Background: an optimization exercise with open tools, aiming at small area. Do not read the settings as production practice.
The RTL was checked by simulation tests, not by an equivalence proof against the original design.
Power and IR drop assume default switching activity.

==> flow/design.v <==
module baud_gen #(
    parameter DIV_WIDTH = 20
)(
    input  wire                 clk,
    input  wire                 rst_n,
    input  wire [DIV_WIDTH-1:0] divisor,
    output reg                  tick_16x
);
    reg  [DIV_WIDTH-1:0] counter;
    wire [DIV_WIDTH-1:0] next = counter + 1'b1;
    wire off   = ~|divisor[DIV_WIDTH-1:1];
    wire match = (next == divisor);
    always @(posedge clk or negedge rst_n) begin
        if (!rst_n) begin
            counter  <= 0;
            tick_16x <= 0;
        end else begin
            tick_16x <= ~off & match;
            counter  <= (off | match) ? {DIV_WIDTH{1'b0}} : next;
        end
    end
endmodule
module sync_fifo #(
    parameter DATA_WIDTH = 8,
    parameter DEPTH      = 16
)(
    input  wire                  clk,
    input  wire                  rst_n,
    input  wire                  wr_en,
    input  wire [DATA_WIDTH-1:0] din,
    input  wire                  rd_en,
    output wire [DATA_WIDTH-1:0] dout,
    output wire                  full,
    output wire                  empty
);
    localparam PTR_WIDTH = $clog2(DEPTH);
    reg [DATA_WIDTH-1:0] mem [0:DEPTH-1];
    reg [PTR_WIDTH:0]    last;
    assign dout  = mem[last[PTR_WIDTH-1:0]];
    assign empty = last[PTR_WIDTH];
    assign full  = (last == DEPTH-1);
    wire push = wr_en & ~full;
    wire pop  = rd_en & ~empty;
    always @(posedge clk or negedge rst_n) begin
        if (!rst_n)
            last <= {(PTR_WIDTH+1){1'b1}};
        else if (push & ~pop)
            last <= last + 1'b1;
        else if (pop & ~push)
            last <= last - 1'b1;
    end
    integer i;
    always @(posedge clk) begin
        if (push) begin
            mem[0] <= din;
            for (i = 1; i < DEPTH; i = i + 1)
                mem[i] <= mem[i-1];
        end
    end
endmodule
module uart_tx (
    input  wire       clk,
    input  wire       rst_n,
    input  wire       fifo_empty,
    input  wire [7:0] fifo_dout,
    input  wire       s_tick,
    output wire       fifo_pop,
    output reg        tx
);
    localparam [7:0] C_IDLE = 8'd253, C_POP = 8'd254, C_LAST = 8'd159;
    reg [7:0] c;
    reg [7:0] rot;    
    wire       idle  = (c == C_IDLE);
    wire       pre   = &c[7:2];       
    wire [3:0] slot  = c[7:4];
    assign fifo_pop = (c == C_POP);
    always @(posedge clk or negedge rst_n) begin
        if (!rst_n) begin
            c  <= C_IDLE;
            tx <= 1'b1;
        end else begin
            if (idle) begin
                if (!fifo_empty) c <= c + 1'b1;
            end else if (pre) begin
                c <= c + 1'b1;
            end else if (s_tick) begin
                c <= (c == C_LAST) ? C_IDLE : c + 1'b1;
            end
            if (slot == 4'd0)
                tx <= 1'b0;
            else if (slot <= 4'd8)
                tx <= rot[slot[2:0]];
            else
                tx <= 1'b1;
        end
    end
    always @(posedge clk) begin
        if (idle) rot <= {fifo_dout[6:0], fifo_dout[7]};
    end
endmodule
module uart_rx (
    input  wire       clk,
    input  wire       rst_n,
    input  wire       rx,          
    input  wire       s_tick,
    output reg  [7:0] dout,        
    output reg        rx_done_tick
);
    localparam [1:0] IDLE=0, START=1, DATA=2, STOP=3;
    reg [1:0] state;
    reg [3:0] s_count;
    wire ev = s_tick & (&s_count);
    always @(posedge clk or negedge rst_n) begin
        if (!rst_n) begin
            state        <= IDLE;
            rx_done_tick <= 1'b0;
        end else begin
            rx_done_tick <= (state == STOP) & ev;
            case (state)
                IDLE:  if (~rx) state <= START;
                START: if (ev) state <= rx ? IDLE : DATA;
                DATA:  if (ev & dout[0]) state <= STOP;
                STOP:  if (ev) state <= IDLE;
            endcase
        end
    end
    always @(posedge clk) begin
        if (state == IDLE) begin
            s_count <= 4'd8;
            dout    <= 8'h80;
        end else begin
            if (s_tick) s_count <= s_count + 1'b1;
            if (state == DATA && ev) dout <= {rx, dout[7:1]};
        end
    end
endmodule
module apb_uart (
    input  wire        pclk,
    input  wire        presetn,
    input  wire [31:0] paddr,
    input  wire        psel,
    input  wire        penable,
    input  wire        pwrite,
    input  wire [31:0] pwdata,
    output reg  [31:0] prdata,
    output wire        pready,
    output wire        pslverr,
    output wire        tx_o,
    input  wire        rx_i
);
    wire rst_n = presetn;
    assign pready  = 1'b1;
    assign pslverr = 1'b0;
    reg rx_sync1, rx_sync2;
    always @(posedge pclk or negedge rst_n) begin
        if (!rst_n) begin
            rx_sync1 <= 1'b1;
            rx_sync2 <= 1'b1;
        end else begin
            rx_sync1 <= rx_i;
            rx_sync2 <= rx_sync1;
        end
    end
    reg  [19:0] baud_divisor;
    wire        s_tick;
    wire [7:0]  tx_fifo_out, rx_fifo_out, rx_data;
    wire        tx_full, tx_empty, rx_full, rx_empty;
    wire        rx_done_tick;
    wire        tx_fifo_pop;
    wire wr_en = psel & penable & pwrite;
    wire rd_en = psel & penable & ~pwrite;
    wire [3:0] addr = paddr[3:0];
    wire a0 = (addr == 4'h0);
    wire a4 = (addr == 4'h4);
    wire a8 = (addr == 4'h8);
    always @(posedge pclk or negedge rst_n) begin
        if (!rst_n) baud_divisor <= 20'd325;
        else if (wr_en && a8) baud_divisor <= pwdata[19:0];
    end
    always @(*) begin
        prdata = 32'b0;
        prdata[19:0] = {20{a8}} & baud_divisor;
        prdata[7:0]  = prdata[7:0] | ({8{a0}} & rx_fifo_out);
        prdata[1:0]  = prdata[1:0] | ({2{a4}} & {rx_empty, tx_full});
    end
    baud_gen #(.DIV_WIDTH(20)) u_baud (
        .clk(pclk), .rst_n(rst_n),
        .divisor(baud_divisor), .tick_16x(s_tick)
    );
    sync_fifo #(.DATA_WIDTH(8), .DEPTH(16)) u_tx_fifo (
        .clk(pclk), .rst_n(rst_n),
        .wr_en(wr_en & a0),
        .din(pwdata[7:0]),
        .rd_en(tx_fifo_pop),
        .dout(tx_fifo_out),
        .full(tx_full), .empty(tx_empty)
    );
    uart_tx u_tx (
        .clk(pclk), .rst_n(rst_n),
        .fifo_empty(tx_empty),
        .fifo_dout(tx_fifo_out),
        .s_tick(s_tick),
        .fifo_pop(tx_fifo_pop),
        .tx(tx_o)
    );
    sync_fifo #(.DATA_WIDTH(8), .DEPTH(16)) u_rx_fifo (
        .clk(pclk), .rst_n(rst_n),
        .wr_en(rx_done_tick),
        .din(rx_data),
        .rd_en(rd_en & a0),
        .dout(rx_fifo_out),
        .full(rx_full), .empty(rx_empty)
    );
    uart_rx u_rx (
        .clk(pclk), .rst_n(rst_n),
        .rx(rx_sync2),
        .s_tick(s_tick),
        .dout(rx_data),
        .rx_done_tick(rx_done_tick)
    );
endmodule
make LEC_CHECK=0 CAP_MARGIN=20 CORE_MARGIN=2 CORE_UTILIZATION=40 CTS_BUF_LIST='sky130_fd_sc_hd__clkbuf_2 sky130_fd_sc_hd__clkbuf_4' SLEW_MARGIN=20 finish   # period 6.0 ns
run.sh (not shown) runs the stock make flow with config.mk's settings and CLKGATE_MAP_FILE= SYNTH_SCRIPT=/design/flow/synth_recipe.tcl, a recipe that flattens the netlist after the stock synthesis.
Change:
CTS_BUF_LIST = sky130_fd_sc_hd__clkbuf_16   (was sky130_fd_sc_hd__clkbuf_2 sky130_fd_sc_hd__clkbuf_4)
CTS_CLUSTER_DIAMETER = 80   (was default)
CTS_CLUSTER_SIZE = 22   (was default)
Design area goes down by 3.2%.
Critical path depth is unchanged.
Clock power goes down by 30%.
Combinational power is about the same.
Worst setup slack improves by 0.26 ns.
Total power goes down by 11%.
Change:
CTS_BUF_LIST = default   (was sky130_fd_sc_hd__clkbuf_16)
CTS_CLUSTER_DIAMETER = default   (was 80)
CTS_CLUSTER_SIZE = default   (was 22)
Total power goes up by 14%.
Non-clock buffer count is unchanged.
Routed wire length climbs by 0.99%.
Worst hold slack is about the same.
Change:
CTS_BUF_LIST = sky130_fd_sc_hd__clkbuf_8   (was default)
CTS_CLUSTER_DIAMETER = 60   (was default)
CTS_CLUSTER_SIZE = 18   (was default)
After rerunning: The changed run finished with timing, DRC and antenna clean; final area decreases by a few percent; flip-flop and latch count stays the same; register-to-register slack degrades by 0.03 ns; first-iteration DRC count increases by a little under a tenth; die area is unchanged; setup slack degrades by 0.026 ns; global-route usage decreases by 0.32 points.

[static timing again, ports no longer ideal]
How much do the figures lean on ideal ports? The routed layouts below were timed once more, with nothing changed but the port constraints. Step 1: set_driving_cell puts a clkbuf_16 on pclk and a buf_2 on each other input, an assumption about the parent block. Step 2 adds t to the input delays and takes it off the output delays; t is the mean of the earliest and latest rising clock arrival at the registers after step 1. Input paths then give back, and output paths get back, about the clock's delay inside the block. Slacks: ideal ports / drivers / drivers and shift; pairs: ideal ports / drivers.
run	t, ns	slack for setup (ns)	worst setup path after step 2	cell pins on the clock port's net
the first run	0.760	0.555 / 0.512 / 1.039	input to output	1
the second run	0.577	0.812 / 0.763 / 1.090	input to output	1
the third run	0.570	0.795 / 0.745 / 1.084	input to output	1
the fourth run	0.637	0.769 / 0.724 / 1.110	input to output	1
After both steps setup and hold are still met in every run listed.
